Context: an optimization exercise on an open-source flow, tuned for small area. The choices shown serve that exercise and are no tape-out recipe. The RTL was checked by simulation tests, not by an equivalence proof against the original design. No driver is modelled on the clock port, so clocking that relies on it looks cheaper here than on a real chip. Power and IR drop assume default switching activity.

==> module CODES, before the edit <==
module CODES(
	input  clk,
	input  reset,
	input  enable,
	output available,
	input  [ADDR_WIDTH - 1:0] addr_in,
	input  [DATA_WIDTH - 1:0] data_in,
	input  [128:0] code,
	output genie_ovr,
	output [DATA_WIDTH - 1:0] genie_data
);
parameter ADDR_WIDTH   = 24;
parameter DATA_WIDTH   = 8;
localparam MAX_CODES   = 32;
wire [ADDR_WIDTH-1:0] code_addr    = code[64+:ADDR_WIDTH];
wire [DATA_WIDTH-1:0] code_compare = code[32+:DATA_WIDTH];
wire [DATA_WIDTH-1:0] code_data    = code[0+:DATA_WIDTH];
wire                  code_comp_f  = code[96];
wire [ADDR_WIDTH-1:0] e_addr [MAX_CODES];
wire [DATA_WIDTH-1:0] e_cmp  [MAX_CODES];
wire [DATA_WIDTH-1:0] e_data [MAX_CODES];
wire                  e_cf   [MAX_CODES];
reg [5:0] count;
reg       code_change;
reg       zq;
assign available = |count;
wire [MAX_CODES-1:0] alloc_v;
genvar g;
generate
	for (g = 0; g < MAX_CODES; g = g + 1) begin : gv
		assign alloc_v[g] = (count > g);
	end
endgenerate
reg [MAX_CODES-1:0] dm;
always_comb begin
	for (int x = 0; x < MAX_CODES; x = x + 1)
		dm[x] = alloc_v[x] && (e_addr[x] == code_addr);
end
wire zhit      = (code_addr == 0) && !count[5];
wire found_dup = (|dm) || zhit;
wire load      = code[128] && !code_change;
wire alloc     = load && !found_dup && !count[5];
reg [MAX_CODES-1:0] we;
always_comb begin
	for (int x = 0; x < MAX_CODES; x = x + 1)
		we[x] = load && (dm[x] || (!found_dup && !count[5] && count[4:0] == x));
	we[MAX_CODES-1] = we[MAX_CODES-1] || (load && zhit);
end
localparam EW = ADDR_WIDTH + 2*DATA_WIDTH + 1;
wire [EW-1:0] code_entry = {code_comp_f, code_addr, code_compare, code_data};
genvar g2;
generate
	for (g2 = 0; g2 < MAX_CODES; g2 = g2 + 1) begin : ge
		wire t = we[g2];
		wire k = !we[g2];
		reg  [EW-1:0] r;
		wire [EW-1:0] d;
		genvar b;
		for (b = 0; b < EW; b = b + 1) begin : gb
			CODES_ao22 u (.t(t), .n(code_entry[b]), .k(k), .q(r[b]), .y(d[b]));
		end
		always_ff @(posedge clk)
			r <= d;
		assign {e_cf[g2], e_addr[g2], e_cmp[g2], e_data[g2]} = r;
	end
endgenerate
always_ff @(posedge clk) begin
	if (reset) begin
		count       <= 0;
		code_change <= 0;
		zq          <= 0;
	end else begin
		code_change <= code[128];
		if (alloc) count <= count + 1'b1;
		if (load && zhit) zq <= 1;
	end
end
reg [MAX_CODES-1:0] m;
always_comb begin
	for (int x = 0; x < MAX_CODES; x = x + 1)
		m[x] = alloc_v[x] && (e_addr[x] == addr_in);
	m[MAX_CODES-1] = (alloc_v[MAX_CODES-1] || zq) && (e_addr[MAX_CODES-1] == addr_in);
end
reg [DATA_WIDTH-1:0] s_cmp, s_data;
reg                  s_cf;
always_comb begin
	s_cmp  = '0;
	s_data = '0;
	s_cf   = 0;
	for (int x = 0; x < MAX_CODES; x = x + 1) begin
		s_cmp  = s_cmp  | ({DATA_WIDTH{m[x]}} & e_cmp[x]);
		s_data = s_data | ({DATA_WIDTH{m[x]}} & e_data[x]);
		s_cf   = s_cf   | (m[x] & e_cf[x]);
	end
end
assign genie_ovr  = enable && (|m) && (!s_cf || s_cmp == data_in);
assign genie_data = s_data & {DATA_WIDTH{genie_ovr}};
endmodule
export LEC_CHECK = 0
export CAP_MARGIN = 20
export CORE_MARGIN = 2
export CORE_UTILIZATION = 55
export SLEW_MARGIN = 20
export SYNTH_HIERARCHICAL = 1
create_clock -name core_clock -period 10.0 [get_ports {clk}]
standard.sh (not shown) runs the stock make flow with config.mk's settings and CLKGATE_MAP_FILE= SYNTH_SCRIPT=/design/flow/synth_recipe.tcl, a recipe that flattens the netlist after the stock synthesis.
==> flow/flow/run.sh <==
#!/bin/bash
set -euo pipefail
HERE=$(pwd)
C=sky130_fd_sc_hd__clkbuf
export CTS_ARGS="-sink_clustering_enable -repair_clock_nets -dont_use_dummy_load -root_buf ${C}_16 -tree_buf ${C}_16 -sink_clustering_buffer ${C}_8 -buf_list {${C}_8 ${C}_16} -sink_clustering_size 20 -sink_clustering_max_diameter 60 -distance_between_buffers 100"
export POST_CTS_TCL="$HERE/flow/post_cts.tcl"
export FLOW_CLK_SLEW_LIM=0.09
bash standard.sh finish > "$HERE/flow_make.log" 2>&1
==> flow/flow/post_cts.tcl <==
# Upsize clock buffers whose sinks see a slow clock edge, then re-legalise.
set_propagated_clock [all_clocks]
estimate_parasitics -placement
proc my_sink_slew {c} {
  set z [get_pins -of_objects $c -filter "direction==output"]
  set net [get_nets -of_objects $z]
  set mx 0
  foreach p [get_pins -of_objects $net -filter "direction==input"] {
    set s [get_property $p slew_max]
    if {$s > $mx} { set mx $s }
  }
  return $mx
}
set lim $::env(FLOW_CLK_SLEW_LIM)
for {set it 0} {$it < 4} {incr it} {
  set n 0
  foreach c [get_cells clkbuf_*] {
    if {[my_sink_slew $c] > $lim} {
      set r [get_property $c ref_name]
      if {$r == "sky130_fd_sc_hd__clkbuf_4"} {
        replace_cell $c sky130_fd_sc_hd__clkbuf_8; incr n
      } elseif {$r == "sky130_fd_sc_hd__clkbuf_8"} {
        replace_cell $c sky130_fd_sc_hd__clkbuf_16; incr n
      }
    }
  }
  estimate_parasitics -placement
  puts "post_cts: pass $it upsized $n clock buffers"
  if {$n == 0} break
}
detailed_placement
check_placement -verbose
estimate_parasitics -placement
set mx 0
foreach p [get_pins -hierarchical */CLK] {
  set s [get_property $p slew_max]
  if {$s > $mx} { set mx $s }
}
puts "post_cts: max flip-flop clock slew $mx"
Next try:
--- a/flow/design.v
+++ b/flow/design.v
@@ -1,10 +1,22 @@
 module CODES_ao22(
 	input  t, n, k, q,
 	output y
 );
 assign y = (t & n) | (k & q);
+endmodule
+module CODES_aoi2(
+	input  a0, b0, a1, b1,
+	output y
+);
+assign y = ~((a0 & b0) | (a1 & b1));
+endmodule
+module CODES_aoi3(
+	input  a0, b0, a1, b1, a2, b2,
+	output y
+);
+assign y = ~((a0 & b0) | (a1 & b1) | (a2 & b2));
 endmodule
 module CODES(
 	input  clk,
 	input  reset,
 	input  enable,
@@ -85,20 +97,29 @@
 always_comb begin
 	for (int x = 0; x < MAX_CODES; x = x + 1)
 		m[x] = alloc_v[x] && (e_addr[x] == addr_in);
 	m[MAX_CODES-1] = (alloc_v[MAX_CODES-1] || zq) && (e_addr[MAX_CODES-1] == addr_in);
 end
-reg [DATA_WIDTH-1:0] s_cmp, s_data;
-reg                  s_cf;
-always_comb begin
-	s_cmp  = '0;
-	s_data = '0;
-	s_cf   = 0;
-	for (int x = 0; x < MAX_CODES; x = x + 1) begin
-		s_cmp  = s_cmp  | ({DATA_WIDTH{m[x]}} & e_cmp[x]);
-		s_data = s_data | ({DATA_WIDTH{m[x]}} & e_data[x]);
-		s_cf   = s_cf   | (m[x] & e_cf[x]);
+localparam FW = 2*DATA_WIDTH + 1;
+wire [FW-1:0] sel;
+generate
+	for (g2 = 0; g2 < FW; g2 = g2 + 1) begin : gs
+		wire [MAX_CODES-1:0] dd;
+		wire [10:0] nz;    
+		genvar j;
+		for (j = 0; j < MAX_CODES; j = j + 1) begin : gd
+			assign dd[j] = {e_cf[j], e_cmp[j], e_data[j]} >> g2;
+		end
+		for (j = 0; j < 10; j = j + 1) begin : gj
+			CODES_aoi3 u (.a0(m[3*j]), .b0(dd[3*j]), .a1(m[3*j+1]), .b1(dd[3*j+1]),
+			              .a2(m[3*j+2]), .b2(dd[3*j+2]), .y(nz[j]));
+		end
+		CODES_aoi2 u_last (.a0(m[30]), .b0(dd[30]), .a1(m[31]), .b1(dd[31]), .y(nz[10]));
+		assign sel[g2] = ~&nz;
 	end
-end
+endgenerate
+wire                  s_cf   = sel[FW-1];
+wire [DATA_WIDTH-1:0] s_cmp  = sel[DATA_WIDTH+:DATA_WIDTH];
+wire [DATA_WIDTH-1:0] s_data = sel[0+:DATA_WIDTH];
 assign genie_ovr  = enable && (|m) && (!s_cf || s_cmp == data_in);
 assign genie_data = s_data & {DATA_WIDTH{genie_ovr}};
 endmodule
After rerunning: Global-route usage goes down by 5.0 points. Design area is lower by 1.7%. Critical path depth climbs by 4. Final cell count shrinks by about 5%. Sequential share of layout area climbs by 0.67 points. First-iteration DRC count shrinks by about 9%. Flip-flop and latch count stays the same. Utilization is about the same. Total power shrinks by 2.6%. Die area goes down by about 1.8%.

-- what the ideal ports hide --
How much do the figures lean on ideal ports? The routed layouts below were timed once more, with nothing changed but the port constraints.
Step 1, drivers: a clkbuf_16 drives clk and a buf_2 each remaining input, both assumed.
Step 2 times the ports against the registers' clock, not the clock port: input delays grow and output delays shrink by t, the midpoint of the rising clock arrivals with the driver on.
a / b / c = ideal ports / drivers / drivers and shift; a / b = the first two.
| run | shift t [ns] | setup WS [ns] | worst slew at a driven data input, ns | cell pins on the clock port's net |
|---|---|---|---|---|
| the first run | 0.865 | 1.138 / 1.112 / 1.112 | 0.08 | 1 |
| the second run | 0.819 | 0.906 / 0.876 / 0.876 | 0.11 | 1 |
After both steps setup and hold are still met in every run listed. The setup slack of the second run, which loses most, moves by -0.030 ns with the drivers and by -0.030 ns with both steps.
